What follows belongs to an exercise in optimizing a design on an open flow for small area and a short achievable clock period; a production flow would make more cautious choices. In this exercise RTL edits were held to simulation tests only and were not proved equivalent to the original. Power is estimated from default activity; no workload was simulated.

$ cat design/flow/run.sh
#!/bin/bash
# synth_recipe.tcl (not shown) runs the flow's synth.tcl, then flattens the netlist and writes it again
# the make line also repeats each setting of config.mk as NAME=value (left out here)
make -C /OpenROAD-flow-scripts/flow DESIGN_CONFIG=/design/flow/config.mk WORK_HOME=/design/flow/orfs CLKGATE_MAP_FILE= SYNTH_SCRIPT=/design/flow/synth_recipe.tcl finish
$ cat design/flow/config.mk
export PLATFORM = sky130hd
export DESIGN_NAME = processor
export DESIGN_NICKNAME = processor
export VERILOG_FILES = /design/flow/design.v
export SDC_FILE = /design/flow/constraint.sdc
export NUM_CORES = 4
export LEC_CHECK = 0
export CAP_MARGIN = 20
export CORE_MARGIN = 2
export CORE_UTILIZATION = 40
export SLEW_MARGIN = 20
export SYNTH_HIERARCHICAL = 1
$ cat design/flow/constraint.sdc
create_clock -name core_clock -period 11.0 [get_ports {clk}]
set_input_delay 2.2000 -clock core_clock [delete_from_list [all_inputs] [get_ports {clk}]]
set_output_delay 2.2000 -clock core_clock [all_outputs]
set_load 0.01 [all_outputs]
$ cat design/flow/design.v
module processor( input         clk, reset,
                  output [31:0] PC,
                  input  [31:0] instruction,
                  output        WE,
                  output [31:0] address_to_mem,
                  output [31:0] data_to_mem,
                  input  [31:0] data_from_mem
                );
    wire [6:0] op = instruction[6:0];
    wire [2:0] f3 = instruction[14:12];
    wire [4:0] a1 = instruction[19:15];
    wire [4:0] a2 = instruction[24:20];
    wire [4:0] a3 = instruction[11:7];
    wire is_store = ~op[6] &  op[5] & ~op[4];
    wire is_lui   = ~op[6] &  op[4] &  op[2];
    wire is_rtype = ~op[6] &  op[5] &  op[4] & ~op[2];
    wire is_addi  = ~op[6] & ~op[5] &  op[4];
    wire is_flog  = ~op[6] & ~op[4] &  op[3];
    wire is_load  = ~op[6] & ~op[5] & ~op[4] & ~op[3];
    wire is_br    =  op[6] & ~op[2];
    wire is_jal   =  op[6] &  op[2] &  op[3];
    wire is_jalr  =  op[6] &  op[2] & ~op[3];
    wire reg_write = ~is_store & ~is_br;
    wire [31:0] imm_i = {{20{instruction[31]}}, instruction[31:20]};
    wire [31:0] imm_s = {{20{instruction[31]}}, instruction[31:25], instruction[11:7]};
    wire [31:0] imm_u = {instruction[31:12], 12'b0};
    wire [31:0] imm_b = {{20{instruction[31]}}, instruction[7], instruction[30:25], instruction[11:8], 1'b0};
    wire [31:0] imm_j = {{12{instruction[31]}}, instruction[19:12], instruction[20], instruction[30:21], 1'b0};
    reg  [31:0] rf [1:31];
    wire [31:0] wd;
    wire [31:0] rs1, rs2;
    wire [31:0] wd_r = wd & {32{~reset}};
    wire [31:0] sel1, sel2;
    wire [31:0] en, en_n;
    genvar gi, gb;
    generate
        for (gi = 0; gi < 32; gi = gi + 1) begin : dec
            assign sel1[gi] = (a1 == gi);
            assign sel2[gi] = (a2 == gi);
            assign en[gi]   = reset | (reg_write & (a3 == gi));
            assign en_n[gi] = ~en[gi];
        end
        for (gi = 1; gi < 32; gi = gi + 1) begin : wr
            wire [31:0] d;
            for (gb = 0; gb < 32; gb = gb + 1) begin : b
                rf_wmux m (.q(rf[gi][gb]), .hold(en_n[gi]), .d(wd_r[gb]), .load(en[gi]), .y(d[gb]));
            end
            always @(posedge clk) rf[gi] <= d;
        end
        for (gb = 0; gb < 32; gb = gb + 1) begin : rd
            rf_rdbit r1 (.q01(rf[1][gb]),  .q02(rf[2][gb]),  .q03(rf[3][gb]),  .q04(rf[4][gb]),
                         .q05(rf[5][gb]),  .q06(rf[6][gb]),  .q07(rf[7][gb]),  .q08(rf[8][gb]),
                         .q09(rf[9][gb]),  .q10(rf[10][gb]), .q11(rf[11][gb]), .q12(rf[12][gb]),
                         .q13(rf[13][gb]), .q14(rf[14][gb]), .q15(rf[15][gb]), .q16(rf[16][gb]),
                         .q17(rf[17][gb]), .q18(rf[18][gb]), .q19(rf[19][gb]), .q20(rf[20][gb]),
                         .q21(rf[21][gb]), .q22(rf[22][gb]), .q23(rf[23][gb]), .q24(rf[24][gb]),
                         .q25(rf[25][gb]), .q26(rf[26][gb]), .q27(rf[27][gb]), .q28(rf[28][gb]),
                         .q29(rf[29][gb]), .q30(rf[30][gb]), .q31(rf[31][gb]),
                         .sel(sel1[31:1]), .y(rs1[gb]));
            rf_rdbit r2 (.q01(rf[1][gb]),  .q02(rf[2][gb]),  .q03(rf[3][gb]),  .q04(rf[4][gb]),
                         .q05(rf[5][gb]),  .q06(rf[6][gb]),  .q07(rf[7][gb]),  .q08(rf[8][gb]),
                         .q09(rf[9][gb]),  .q10(rf[10][gb]), .q11(rf[11][gb]), .q12(rf[12][gb]),
                         .q13(rf[13][gb]), .q14(rf[14][gb]), .q15(rf[15][gb]), .q16(rf[16][gb]),
                         .q17(rf[17][gb]), .q18(rf[18][gb]), .q19(rf[19][gb]), .q20(rf[20][gb]),
                         .q21(rf[21][gb]), .q22(rf[22][gb]), .q23(rf[23][gb]), .q24(rf[24][gb]),
                         .q25(rf[25][gb]), .q26(rf[26][gb]), .q27(rf[27][gb]), .q28(rf[28][gb]),
                         .q29(rf[29][gb]), .q30(rf[30][gb]), .q31(rf[31][gb]),
                         .sel(sel2[31:1]), .y(rs2[gb]));
        end
    endgenerate
    wire [31:0] imm_a = is_store ? imm_s : (is_lui ? imm_u : imm_i);
    wire [31:0] agu = rs1 + imm_a;
    assign address_to_mem = agu;
    assign data_to_mem = rs2;
    reg  [7:0] armed_key;
    always @(posedge clk) if (reset) armed_key <= 8'hA5;
    assign WE = is_store & (armed_key == 8'hA5);
    wire        sub = is_br | instruction[30];
    wire [31:0] addsub = sub ? rs1 - rs2 : rs1 + rs2;
    wire        eq = (rs1 == rs2);
    wire        lt = addsub[31];
    wire [31:0] andv = rs1 & rs2;
    wire [31:0] srlv = (|rs2[31:5]) ? 32'b0 : (rs1 >> rs2[4:0]);
    wire [8:0]  fl = {1'b0, rs1[30:23]} - 9'd127;
    wire [31:0] flog = {{23{fl[8]}}, fl};
    reg  [31:0] pc_q;
    assign PC = pc_q;
    wire [31:0] pc4 = pc_q + 32'd4;
    wire [31:0] pcimm = pc_q + (op[2] ? imm_j : imm_b);
    wire taken = is_br & (f3[2] ? lt : eq);
    wire [31:0] pc_next = is_jalr ? agu : ((is_jal | taken) ? pcimm : pc4);
    always @(posedge clk) pc_q <= reset ? 32'b0 : pc_next;
    reg [31:0] wdr;
    always @(*) begin
        if (is_rtype)
            wdr = f3[2] ? (f3[1] ? andv : srlv) : addsub;
        else if (is_load)
            wdr = data_from_mem;
        else if (is_flog)
            wdr = flog;
        else if (op[6])
            wdr = pc4;
        else
            wdr = agu;
    end
    assign wd = wdr;
endmodule
module rf_wmux (input q, hold, d, load, output y);
    assign y = (q & hold) | (d & load);
endmodule
module rf_aoi3 (input a0, s0, a1, s1, a2, s2, output y);
    assign y = ~((a0 & s0) | (a1 & s1) | (a2 & s2));
endmodule
module rf_nand2 (input a, b, output y);
    assign y = ~(a & b);
endmodule
module rf_nand3 (input a, b, c, output y);
    assign y = ~(a & b & c);
endmodule
module rf_nand4 (input a, b, c, d, output y);
    assign y = ~(a & b & c & d);
endmodule
module rf_or3 (input a, b, c, output y);
    assign y = a | b | c;
endmodule
module rf_rdbit (input q01, q02, q03, q04, q05, q06, q07, q08, q09, q10,
                       q11, q12, q13, q14, q15, q16, q17, q18, q19, q20,
                       q21, q22, q23, q24, q25, q26, q27, q28, q29, q30, q31,
                 input [31:1] sel, output y);
    wire [10:0] n;
    wire [2:0] m;
    rf_aoi3 g0 (q01, sel[1],  q02, sel[2],  q03, sel[3],  n[0]);
    rf_aoi3 g1 (q04, sel[4],  q05, sel[5],  q06, sel[6],  n[1]);
    rf_aoi3 g2 (q07, sel[7],  q08, sel[8],  q09, sel[9],  n[2]);
    rf_aoi3 g3 (q10, sel[10], q11, sel[11], q12, sel[12], n[3]);
    rf_aoi3 g4 (q13, sel[13], q14, sel[14], q15, sel[15], n[4]);
    rf_aoi3 g5 (q16, sel[16], q17, sel[17], q18, sel[18], n[5]);
    rf_aoi3 g6 (q19, sel[19], q20, sel[20], q21, sel[21], n[6]);
    rf_aoi3 g7 (q22, sel[22], q23, sel[23], q24, sel[24], n[7]);
    rf_aoi3 g8 (q25, sel[25], q26, sel[26], q27, sel[27], n[8]);
    rf_aoi3 g9 (q28, sel[28], q29, sel[29], q30, sel[30], n[9]);
    rf_nand2 g10 (q31, sel[31], n[10]);
    rf_nand4 h0 (n[0], n[1], n[2], n[3], m[0]);
    rf_nand4 h1 (n[4], n[5], n[6], n[7], m[1]);
    rf_nand3 h2 (n[8], n[9], n[10], m[2]);
    rf_or3 o (m[0], m[1], m[2], y);
endmodule
==> results by group <==
Run status
  • Status: failed layout checks
  • Layout Check Fails: negative setup slack

Timing
  • Minimum clock period: 11,030 ps
  • Count of final setup violators: 1
  • Setup ws final: -26.39 ps
  • Worst-Margin Slew: 1235 ps
  • Post-route clock skew: 49.42 ps
  • Highest clock rate: 90.69 MHz
  • Period utilisation layout: 100.2%
  • Final setup TNS: -26.39 ps
  • Max-slew violation count: 0
  • Final hold violations: 0
  • Rel. slew slack: 17.65%
  • Unrepaired setup endpoints after global routing: no

Power
  • Max IR drop VDD: 131.7 uV
  • Lkg Pwr: 23.54 nW
  • Pwr Density: 219.9 mW/mm2

Yosys
  • Yosys warning total: 9
  • Synth Net Count: 5,129
  • Top-count cell post-synth: dfxtp_1
  • Compound-gate portion of the synthesized area: 39.47%
  • Yosys cell types: 87
  • Area contributors post-synth: dfxtp_1 41%, a22o_1 18%, a222oi_1 13%
  • Most common flop cell mapped by yosys: dfxtp_1
  • Synth top area share: 41.22%
  • Syn Area/Cell: 10.09 um2
  • Post-Synth XOR/XNOR Area: 2.131%
  • Commonest cells in the netlist: 1,024 x dfxtp_1, 1,001 x a22o_1, 642 x a222oi_1
  • #FFs+latches synth: 1,024
  • Post-synthesis mux area share: 1.490%
  • Fraction of registers with async set/reset: 0%
  • Main combinational cell family by area after synthesis: compound AO/OA/AOI/OAI gates
  • Post-Synth Adder-Cell Area: 3.432%
  • Sequential-to-total area share from yosys stat: 41.22%
  • Mapped cell area: 0.04973 mm2
  • Simple-Gate Fraction of Synth Area: 10.26%
  • Post-synth EDFFs: 0
  • Area leader, netlist: dfxtp_1
  • Cells after synthesis: 4,929

Clocking
  • Clk sinks: 1,024
  • CTS root buffer: clkbuf_16
  • Clock slew at reported path FFs: 60 ps
  • TritonCTS Buffers: 105
  • # H-tree levels: 3
  • Hold_buf cts: 0
  • Clk buf depth: 3
  • CTS tree: done
  • Clock latency (worst-skew pair): 760 ps

Global routing
  • Initial antenna violation count: 25
  • Vias in the first global route: 49,192
  • Pin count of the biggest net entering global routing: 44
  • First-pass GRT wire length: 358,700 um
  • GRT Overall Usage: 38.27%
  • Grt ovf: 0

Worst hold path
  • Hold crit path type: reg -> reg

Die
  • Starting Density: 40.27%
  • Die height: 356.6 um
  • Core area: 0.1235 mm2
  • Cell Rows: 129
  • Io pins: 163
  • Die W: 356.6 um
  • Die area: 0.1272 mm2

Placed design
  • Placed Area: 0.05581 mm2
  • Global placement routability congestion: 1.013
  • Number of I/O port buffers: 160
  • Post-DP HPWL: 169,100 um
  • Worst slack, placed: 55.62 ps

Final layout
  • Layout cells sized above 1: 11.75%
  • Nets: 5,543
  • Synth-to-Final Area Change: 19.82%
  • Design area: 0.05958 mm2

Drt
  • First-pass iteration count of the detailed router: 12
  • Avg WL per Cell: 36.30 um
  • Wirelength, routed: 257,000 um
  • Number of vias per cell: 7.543
  • Residual DRC: 0
  • Via count: 53,405
  • ANT nets after route: 0
  • DR iter-0 viols: 12,847

Worst setup path
  • Startpoint types: primary input
  • Crit path DAT: 8830 ps
  • Worst Setup Path Type: in -> out
  • CP required: 8800 ps
  • CP max stage delay: 650 ps
  • Critical path endpoint category: output pin
  • Max Fanout on Critical Path: 28
  • CP max-delay cell: clkdlybuf4s50_1
  • Cell-by-cell trace of the critical path: clkdlybuf4s50_1 > nand2b_1 > buf_4 > nor3_2 > buf_4 > a222oi_1 > nand4_1 > or3_1 > ha_1 > a41oi_1 > o21ai_0 > a221o_1 > a31o_2 > a221oi_1 > o21ai_1 > a311oi_1 > xnor2_1 > clkdlybuf4s50_1

Job
  • Max_cap viols: 0
[cell usage in the layout (no fill, tap or decap), drive strengths merged, types with 20 or more instances in the layout]
cell,n
a211oi,43
a21o,71
a21oi,197
a221oi,38
a222oi,642
a22o,1001
a31oi,28
and3,26
buf,280
clkbuf,150
clkdlybuf4s50,158
clkinv,23
dfxtp,1024
ha,130
inv,125
mux2i,29
nand2,304
nand2b,27
nand3,107
nand4,145
nor2,172
nor2b,32
nor3,61
nor4,28
o21ai,127
o21bai,20
or3,82
xnor2,75
xor2,46
[power breakdown]
group          switching (mW)  total [mW]  internal [mW]  leakage (nW)
combinational            2.66        4.24           1.58          13.2
sequential              0.576        4.97           4.39          8.48
clock                    1.63        3.89           2.26          1.83
[critical path, delay by kind of cell]
kind / cells / cell delay (ps)
fa+ha+maj: 1 / 440
buf+inv: 4 / 1760
compound gates: 8 / 2700
xor+xnor: 1 / 320
simple gates: 4 / 1390
[through the flow]
stage                     hold slack, ps  cells  power [mW]  utilization, %
final                              511.9   7080       13.11           48.26
after global routing               523.8   7068       13.47           48.23
after CTS                          509.1   7063       12.88           48.19
after detailed placement           492.7   6871       9.044           45.20
after global placement             487.1   6871       9.001           45.18
after floorplan                    476.9   4929       7.252               -
[modules after synthesis (local to each module, per instance), a selection]
| module | flip-flops and latches | times used | area (um2) | cells inside |
|---|---|---|---|---|
| rf_aoi3 | 0 | 640 | 10.01 | 1 |
| rf_nand2 | 0 | 64 | 3.754 | 1 |
| rf_nand3 | 0 | 64 | 5.005 | 1 |
| rf_or3 | 0 | 64 | 6.256 | 1 |
| rf_wmux | 0 | 992 | 8.758 | 1 |
| rf_nand4 | 0 | 128 | 6.256 | 1 |
[layer usage]
metal | share of wire [%] | vias up | GRT usage, %
met4 | 8.3 | 18 | 27.83
met2 | 42 | 4437 | 56.55
met3 | 14 | 904 | 11.03
met5 | 0.049 | - | 0
li1 | - | 22066 | -
met1 | 36 | 25980 | 47.43
[cells by family (layout without fill, tap and decap cells)]
kind of cell / count (synthesis) / count (layout)
flip-flops: 1024 / 1024
AND/OR/NAND/NOR: 1029 / 1030
AO/OA/AOI/OAI: 2312 / 2312
multiplexers: 55 / 55
XOR/XNOR: 121 / 121
adder cells (fa/ha/maj): 134 / 134
buffers and inverters: 254 / 752
other: 0 / 15
[flip-flops by register name, summed over array words and instances (netlist names)]
signal / count
rf: 992
pc_q: 32
[repair_timing]
item | in CTS | in global routing
hold endpoints to repair | 0 | 0
setup endpoints to repair | 0 | 2
gates resized for setup | 0 | 4
setup buffers | 0 | 0
[worst paths after layout]
| path | from | endpoint | slack (ps) | cells past startpoint |
|---|---|---|---|---|
| worst max register to register | rf[16][7] | rf[24][24] | 4650 | 18 |
| worst min register to register | rf[31][6] | rf[31][6] | 510 | 1 |
| worst min-delay path | rf[31][6] | rf[31][6] | 510 | 1 |
| worst max-delay path | instruction[15] | address_to_mem[28] | -30 | 18 |
[final cells by class]
cell class | instances | area, um2
fill | 11519 | 63890
multi-input combinational | 3652 | 29060
sequential | 1024 | 20500
timing repair buffer | 438 | 3786
clock buffer | 150 | 3138
tap | 1637 | 2048
clock inverter | 42 | 560.5
inverter | 122 | 457.9
antenna | 15 | 37.54

-- separate check: timing with driven ports --
How much do the figures lean on ideal ports? The routed layout below was timed once more, with nothing changed but the port constraints. Step 1 (the two cells are an assumption about what drives the block):
set clk [get_ports {clk}]
set_driving_cell -lib_cell sky130_fd_sc_hd__clkbuf_16 $clk
set_driving_cell -lib_cell sky130_fd_sc_hd__buf_2 [delete_from_list [all_inputs] $clk]
Step 2 moves the port delays by t, midway between the first and last clock arrival at a register: inputs arrive t later, outputs are due t later. That takes back most of the time a late clock gives input paths. Slacks: ideal ports / drivers / drivers and shift; pairs: ideal ports / drivers.
t (ns): 0.814
setup WS [ns]: -0.026 / -0.069 / -0.069
worst hold slack (ns): 0.512 / 0.512 / 0.512
slew at the worst register clock pin (ns): 0.09 / 0.09
worst data-port slew with drivers (ns): 0.12
For this run, drivers alone change the setup slack by -0.043 ns; drivers and shift together by -0.043 ns.
